Source: an optimization exercise on an open RTL-to-GDS flow (aim: small area and a short achievable clock period). Production flows keep margins and buffers that such runs may drop.
At most, simulation tests tie the RTL to the original design; equivalence was not proved.
Power is estimated from default activity; no workload was simulated.

==> module DataPath16BitCpu_Clean, before the edit <==
module DataPath16BitCpu_Clean(Clk,Reset,Restart,Ins,Mem_Out,PC,A,ALU_Out,B,MemWrite);
    input Clk;                           
    input Reset;                         
    input Restart;                       
    input [15:0] Ins;                    
    input [15:0] Mem_Out;                
    output [15:0] PC;                    
    output [15:0] A;                     
    output [15:0] ALU_Out;               
    output [15:0] B;                     
    output MemWrite;                     
    wire [3:0] op = Ins[15:12];
    wire [3:0] rs = Ins[11:8];
    wire [3:0] rt = Ins[7:4];
    wire [3:0] rd = Ins[3:0];
    wire is_lw  = (op == 4'd8);
    wire is_sw  = (op == 4'd10);
    wire is_bne = (op == 4'd14);
    wire is_jmp = (op == 4'd15);
    wire is_r   = (op == 4'd0) | (op == 4'd1) | (op == 4'd2) | (op == 4'd6) | (op == 4'd7);
    wire we     = is_r | is_lw;
    wire [3:0] wa = op[3] ? rt : rd;     
    assign MemWrite = is_sw;
    wire [15:0] C;                       
    wire [15:0] wsel;                    
    wire [15:0] V;                       
    wire [255:0] Rf;
    genvar i;
    generate
        for (i = 0; i < 16; i = i + 1) begin : dec
            assign wsel[i] = we & (wa == i);
        end
    endgenerate
    genvar j;
    generate
        for (j = 0; j < 16; j = j + 1) begin : rf
            reg [15:0] q;
            always @(posedge Clk)
                if (wsel[j]) q <= C;
            assign Rf[j*16 +: 16] = q;
        end
    endgenerate
    reg [15:0] Vr;
    always @(posedge Clk or negedge Reset)
        if (~Reset) Vr <= 16'd0;
        else Vr <= Vr | wsel;
    assign V = Vr;
    RdPort    rdA  (.a(rs), .V(V), .Rf(Rf), .y(A));
    RdPort    rdB  (.a(rt), .V(V), .Rf(Rf), .y(B));
    AddrGen   agen (.A(A), .off(Ins[3:0]), .y(ALU_Out));
    wire ne;
    ALU16     alu  (.op(op), .A(A), .B(B), .Mem_Out(Mem_Out), .C(C), .ne(ne));
    reg [15:0] PCr;
    wire [15:0] PC_Next;
    PCNext    pcn  (.PC(PCr), .Ins(Ins), .taken(is_bne & ne), .jmp(is_jmp), .nxt(PC_Next));
    always @(posedge Clk or negedge Restart)
        if (~Restart) PCr <= 16'd0;
        else PCr <= PC_Next;
    assign PC = PCr;
endmodule
==> module RdPort, before the edit <==
module RdPort(a, V, Rf, y);
    input [3:0] a;
    input [15:0] V;
    input [255:0] Rf;
    output [15:0] y;
    wire [15:0] s;
    genvar b, k;
    generate
        for (k = 0; k < 16; k = k + 1) begin : dec
            assign s[k] = (a == k) & V[k];
        end
        for (b = 0; b < 16; b = b + 1) begin : bit_
            wire [5:0] p;
            for (k = 0; k < 5; k = k + 1) begin : grp
                assign p[k] = (s[3*k] & Rf[(3*k)*16 + b]) | (s[3*k+1] & Rf[(3*k+1)*16 + b])
                            | (s[3*k+2] & Rf[(3*k+2)*16 + b]);
            end
            assign p[5] = s[15] & Rf[15*16 + b];
            assign y[b] = (p[0] | p[1] | p[2]) | (p[3] | p[4] | p[5]);
        end
    endgenerate
endmodule
export LEC_CHECK = 0
export CAP_MARGIN = 20
export CORE_MARGIN = 2
export CORE_UTILIZATION = 55
export PLACE_DENSITY = 0.7
export SLEW_MARGIN = 20
create_clock -name core_clock -period 14.0 [get_ports {Clk}]
standard.sh (not shown) runs the stock make flow with config.mk's settings and CLKGATE_MAP_FILE= SYNTH_SCRIPT=/design/flow/synth_recipe.tcl, a recipe that flattens the netlist after the stock synthesis.
==> flow/flow/run.sh <==
#!/bin/bash
# Layout flow: the standard flow (standard.sh) with these changes:
#  - synthesis is the standard flow's synthesis script (flow/synth.tcl) with other ABC
#    mapping scripts: modules on the input-to-output paths (RdPort AddrGen) are mapped
#    for delay (flow/fast.abc), the rest for area (flow/area.abc); the
#    half/full-adder extraction is off. Registers are unchanged.
#  - port buffers are plain buf_4 cells;
#  - setup repair aims for a slack margin of 5 ns.
# Each step's full output goes to its own log file here.
set -euo pipefail
F=$(pwd)/flow
MY_ABC_SCRIPT=$F/area.abc MY_ABC_FAST_SCRIPT=$F/fast.abc MY_ABC_FAST_MODULES="RdPort AddrGen" \
  bash standard.sh SYNTH_SCRIPT=$F/synth.tcl ADDER_MAP_FILE= SYNTH_HIERARCHICAL=1 SYNTH_MINIMUM_KEEP_SIZE=0 synth > synth.log 2>&1
bash standard.sh "BUFFER_PORTS_ARGS=-buffer_cell sky130_fd_sc_hd__buf_4" SETUP_SLACK_MARGIN=5  "CTS_ARGS=-sink_clustering_enable -repair_clock_nets -dont_use_dummy_load -buf_list {sky130_fd_sc_hd__clkbuf_4 sky130_fd_sc_hd__clkbuf_8} -sink_clustering_size 20 -sink_clustering_max_diameter 50" "BUFFER_PORTS_ARGS=-buffer_cell sky130_fd_sc_hd__buf_1" finish > layout.log 2>&1
==> flow/flow/area.abc <==
strash; dc2; &get -n; &dch -f; &nf -R 1000; &put
==> flow/flow/fast.abc <==
&get -n; &st; &dch; &nf; &put
==> flow/flow/synth.tcl <==
# The standard flow's synthesis script (synth_recipe.tcl) with one change: the ABC mapping
# script. MY_ABC_SCRIPT replaces ORFS's script; with SYNTH_HIERARCHICAL 1, the
# modules named in MY_ABC_FAST_MODULES are mapped with MY_ABC_FAST_SCRIPT
# instead. Registers are not touched by ABC.
proc synth {args} { yosys synth -nofsm -noshare {*}$args }
proc abc {args} {
  set i [lsearch -exact $args -script]
  if { $i < 0 || ![info exists ::env(MY_ABC_SCRIPT)] } {
    yosys abc {*}$args
    return
  }
  set fast {}
  if { [info exists ::env(MY_ABC_FAST_MODULES)] } { set fast $::env(MY_ABC_FAST_MODULES) }
  if { [llength $fast] > 0 } {
    set fargs $args
    lset fargs [expr {$i + 1}] $::env(MY_ABC_FAST_SCRIPT)
    yosys abc {*}$fargs {*}$fast
    # the rest: ABC leaves the cells mapped above alone
    lset args [expr {$i + 1}] $::env(MY_ABC_SCRIPT)
    yosys abc {*}$args
  } else {
    lset args [expr {$i + 1}] $::env(MY_ABC_SCRIPT)
    yosys abc {*}$args
  }
}
source $::env(SCRIPTS_DIR)/synth.tcl
# left out here: clear keep_hierarchy, flatten, clean up, hide names made inside functions, write 1_2_yosys.v
Rerun with:
--- a/flow/design.v
+++ b/flow/design.v
@@ -36,9 +36,9 @@
     generate
         for (j = 0; j < 16; j = j + 1) begin : rf
             reg [15:0] q;
             always @(posedge Clk)
-                if (wsel[j]) q <= C;
+                if (wsel[j]) q <= ~C;      
             assign Rf[j*16 +: 16] = q;
         end
     endgenerate
     reg [15:0] Vr;
@@ -70,15 +70,13 @@
         for (k = 0; k < 16; k = k + 1) begin : dec
             assign s[k] = (a == k) & V[k];
         end
         for (b = 0; b < 16; b = b + 1) begin : bit_
-            wire [5:0] p;
-            for (k = 0; k < 5; k = k + 1) begin : grp
-                assign p[k] = (s[3*k] & Rf[(3*k)*16 + b]) | (s[3*k+1] & Rf[(3*k+1)*16 + b])
-                            | (s[3*k+2] & Rf[(3*k+2)*16 + b]);
+            wire [7:0] p;
+            for (k = 0; k < 8; k = k + 1) begin : pair
+                assign p[k] = ~((~s[2*k] | Rf[(2*k)*16 + b]) & (~s[2*k+1] | Rf[(2*k+1)*16 + b]));
             end
-            assign p[5] = s[15] & Rf[15*16 + b];
-            assign y[b] = (p[0] | p[1] | p[2]) | (p[3] | p[4] | p[5]);
+            assign y[b] = (p[0] | p[1] | p[2] | p[3]) | (p[4] | p[5] | p[6] | p[7]);
         end
     endgenerate
 endmodule
 module AddrGen(A, off, y);
Result:
- first-iteration DRC count fell by about a fifth
- global-route usage rose by 2.2 points
- synthesized cell count rose by a little under a tenth
- routed wire length rose by a few percent
- final area rose by a few percent
- final cell count rose by a few percent
- count of clock-buffer cells in the layout rose by 3
- sequential power barely changes
- fmax fell by a few percent
- setup slack degrades by 0.19 ns
- die area fell slightly
- hold slack improves by 0.0090 ns
Function not checked in the second run of this note: the RTL went through the layout flow alone.


The RTL this note starts from:
==> flow/design.v <==
`timescale 1ns / 1ps
module DataPath16BitCpu_Clean(Clk,Reset,Restart,Ins,Mem_Out,PC,A,ALU_Out,B,MemWrite);
    input Clk;                           
    input Reset;                         
    input Restart;                       
    input [15:0] Ins;                    
    input [15:0] Mem_Out;                
    output [15:0] PC;                    
    output [15:0] A;                     
    output [15:0] ALU_Out;               
    output [15:0] B;                     
    output MemWrite;                     
    wire [3:0] op = Ins[15:12];
    wire [3:0] rs = Ins[11:8];
    wire [3:0] rt = Ins[7:4];
    wire [3:0] rd = Ins[3:0];
    wire [15:0] off = {{12{Ins[3]}}, Ins[3:0]};
    wire is_lw  = (op == 4'd8);
    wire is_sw  = (op == 4'd10);
    wire is_bne = (op == 4'd14);
    wire is_jmp = (op == 4'd15);
    wire is_r   = (op == 4'd0) | (op == 4'd1) | (op == 4'd2) | (op == 4'd6) | (op == 4'd7);
    wire we     = is_r | is_lw;
    wire [3:0] wa = op[3] ? rt : rd;     
    wire use_off = op[3] & ~op[2];       
    wire sub     = op[2];                
    assign MemWrite = is_sw;
    wire [15:0] C;                       
    wire [255:0] Rf;
    reg  [15:0] V;                       
    genvar i;
    generate
        for (i = 0; i < 16; i = i + 1) begin : rf
            reg [15:0] q;
            always @(posedge Clk)
                if (we && wa == i) q <= C;
            assign Rf[i*16 +: 16] = q;
        end
    endgenerate
    always @(posedge Clk or negedge Reset)
        if (~Reset) V <= 16'd0;
        else if (we) V <= V | (16'd1 << wa);
    assign A = Rf[rs*16 +: 16] & {16{V[rs]}};
    assign B = Rf[rt*16 +: 16] & {16{V[rt]}};
    wire [15:0] Y = use_off ? off : (B ^ {16{sub}});
    wire [15:0] sum = A + Y + {15'd0, sub};
    assign ALU_Out = sum;
    reg [15:0] res;
    always @(*)
        case (op[2:0])
            3'd0: res = A & B;
            3'd1: res = A | B;
            3'd7: res = {16{sum[15]}};
            default: res = sum;          
        endcase
    assign C = op[3] ? Mem_Out : res;
    reg [15:0] PCr;
    wire ne = |sum;                      
    wire [15:0] inc = (is_bne & ne) ? off + 16'd1 : 16'd1;
    wire [15:0] PC_Next = is_jmp ? Ins : PCr + inc;
    always @(posedge Clk or negedge Restart)
        if (~Restart) PCr <= 16'd0;
        else PCr <= PC_Next;
    assign PC = PCr;
endmodule
make LEC_CHECK=0 CAP_MARGIN=20 CORE_MARGIN=2 CORE_UTILIZATION=40 PLACE_DENSITY=0.6 SETUP_SLACK_MARGIN=5 SLEW_MARGIN=20 finish   # period 14.0 ns
run.sh (not shown) runs the stock make flow with config.mk's settings and CLKGATE_MAP_FILE= SYNTH_SCRIPT=/design/flow/synth_recipe.tcl, a recipe that flattens the netlist after the stock synthesis.
Stock flow here: none of the scripts above is used.
Then changed:
--- a/flow/design.v
+++ b/flow/design.v
@@ -22,7 +22,6 @@
     wire is_r   = (op == 4'd0) | (op == 4'd1) | (op == 4'd2) | (op == 4'd6) | (op == 4'd7);
     wire we     = is_r | is_lw;
     wire [3:0] wa = op[3] ? rt : rd;     
-    wire use_off = op[3] & ~op[2];       
     wire sub     = op[2];                
     assign MemWrite = is_sw;
     wire [15:0] C;                       
@@ -40,11 +39,32 @@
     always @(posedge Clk or negedge Reset)
         if (~Reset) V <= 16'd0;
         else if (we) V <= V | (16'd1 << wa);
-    assign A = Rf[rs*16 +: 16] & {16{V[rs]}};
-    assign B = Rf[rt*16 +: 16] & {16{V[rt]}};
-    wire [15:0] Y = use_off ? off : (B ^ {16{sub}});
-    wire [15:0] sum = A + Y + {15'd0, sub};
-    assign ALU_Out = sum;
+    wire [15:0] sA, sB;
+    generate
+        for (i = 0; i < 16; i = i + 1) begin : dec
+            assign sA[i] = (rs == i) & V[i];
+            assign sB[i] = (rt == i) & V[i];
+        end
+    endgenerate
+    RdMux16 rdA (.s(sA), .d(Rf), .y(A));
+    RdMux16 rdB (.s(sB), .d(Rf), .y(B));
+    wire [4:0] lo = {1'b0, A[3:0]} + {1'b0, Ins[3:0]};
+    wire c4 = lo[4];
+    wire incr = c4 & ~Ins[3];
+    wire decr = ~c4 & Ins[3];
+    wire [15:4] ones, zeros;             
+    assign ones[4] = 1'b1;
+    assign zeros[4] = 1'b1;
+    generate
+        for (i = 5; i < 16; i = i + 1) begin : pfx
+            assign ones[i]  = &A[i-1:4];
+            assign zeros[i] = ~|A[i-1:4];
+        end
+    endgenerate
+    assign ALU_Out = {A[15:4] ^ (({12{incr}} & ones) | ({12{decr}} & zeros)), lo[3:0]};
+    wire [15:0] y = B ^ {16{sub}};
+    wire [15:0] sum = A + y + {15'd0, sub};
+    wire ne = ~&(A ^ y);                 
     reg [15:0] res;
     always @(*)
         case (op[2:0])
@@ -55,11 +75,26 @@
         endcase
     assign C = op[3] ? Mem_Out : res;
     reg [15:0] PCr;
-    wire ne = |sum;                      
-    wire [15:0] inc = (is_bne & ne) ? off + 16'd1 : 16'd1;
-    wire [15:0] PC_Next = is_jmp ? Ins : PCr + inc;
+    wire [15:0] pc1 = PCr + 16'd1;
+    wire [15:0] pcb = pc1 + off;
+    wire [15:0] PC_Next = is_jmp ? Ins : (is_bne & ne) ? pcb : pc1;
     always @(posedge Clk or negedge Restart)
         if (~Restart) PCr <= 16'd0;
         else PCr <= PC_Next;
     assign PC = PCr;
 endmodule
+module RdMux16(s, d, y);
+    input [15:0] s;
+    input [255:0] d;
+    output [15:0] y;
+    genvar b, k;
+    generate
+        for (b = 0; b < 16; b = b + 1) begin : bit_
+            wire [7:0] p;
+            for (k = 0; k < 8; k = k + 1) begin : pair
+                assign p[k] = (s[2*k] & d[(2*k)*16 + b]) | (s[2*k+1] & d[(2*k+1)*16 + b]);
+            end
+            assign y[b] = (p[0] | p[1] | p[2] | p[3]) | (p[4] | p[5] | p[6] | p[7]);
+        end
+    endgenerate
+endmodule
Cell area rises by 1.4%.
Sequential power stays flat.
Critical path depth rises by 3.
Worst setup slack is better by 0.24 ns.
Worst hold slack is better by 0.082 ns.
Total power falls by 3.0%.
Global-route usage rises by 8.2 points.
Wire length rises by 45%.
Core utilization falls by 1.8 points.
Non-clock buffer count rises by 6.
Via count rises by 39%.
Clock skew rises by 0.012 ns.

==> static timing again, ports no longer ideal <==
The results above use ideal ports. As a check the final layouts listed here were re-extracted and re-timed, cells and wires unchanged. Step 1 assumes that a clkbuf_16 drives the clock port and a buf_2 every other input. Step 2 moves the port delays by t, midway between the first and last clock arrival at a register: inputs arrive t later, outputs are due t later. That takes back most of the time a late clock gives input paths. a / b / c = ideal / step 1 / step 2; a / b = the first two.
| run | shift t [ns] | setup slack, ns | pins driven straight from the clock port |
|---|---|---|---|
| the first run of note 1 | 0.619 | 5.113 / 5.090 / 4.567 | 1 |
| the second run of note 1 | 0.639 | 4.918 / 4.924 / 4.286 | 1 |
| the first run of note 2 | 0.621 | 4.673 / 4.436 / 4.249 | 1 |
| the second run of note 2 | 0.635 | 4.913 / 4.703 / 4.581 | 1 |
After both steps every run listed still meets setup and hold. The setup slack of the second run of note 1, which loses most, moves by +0.006 ns with the drivers and by -0.632 ns with both steps.
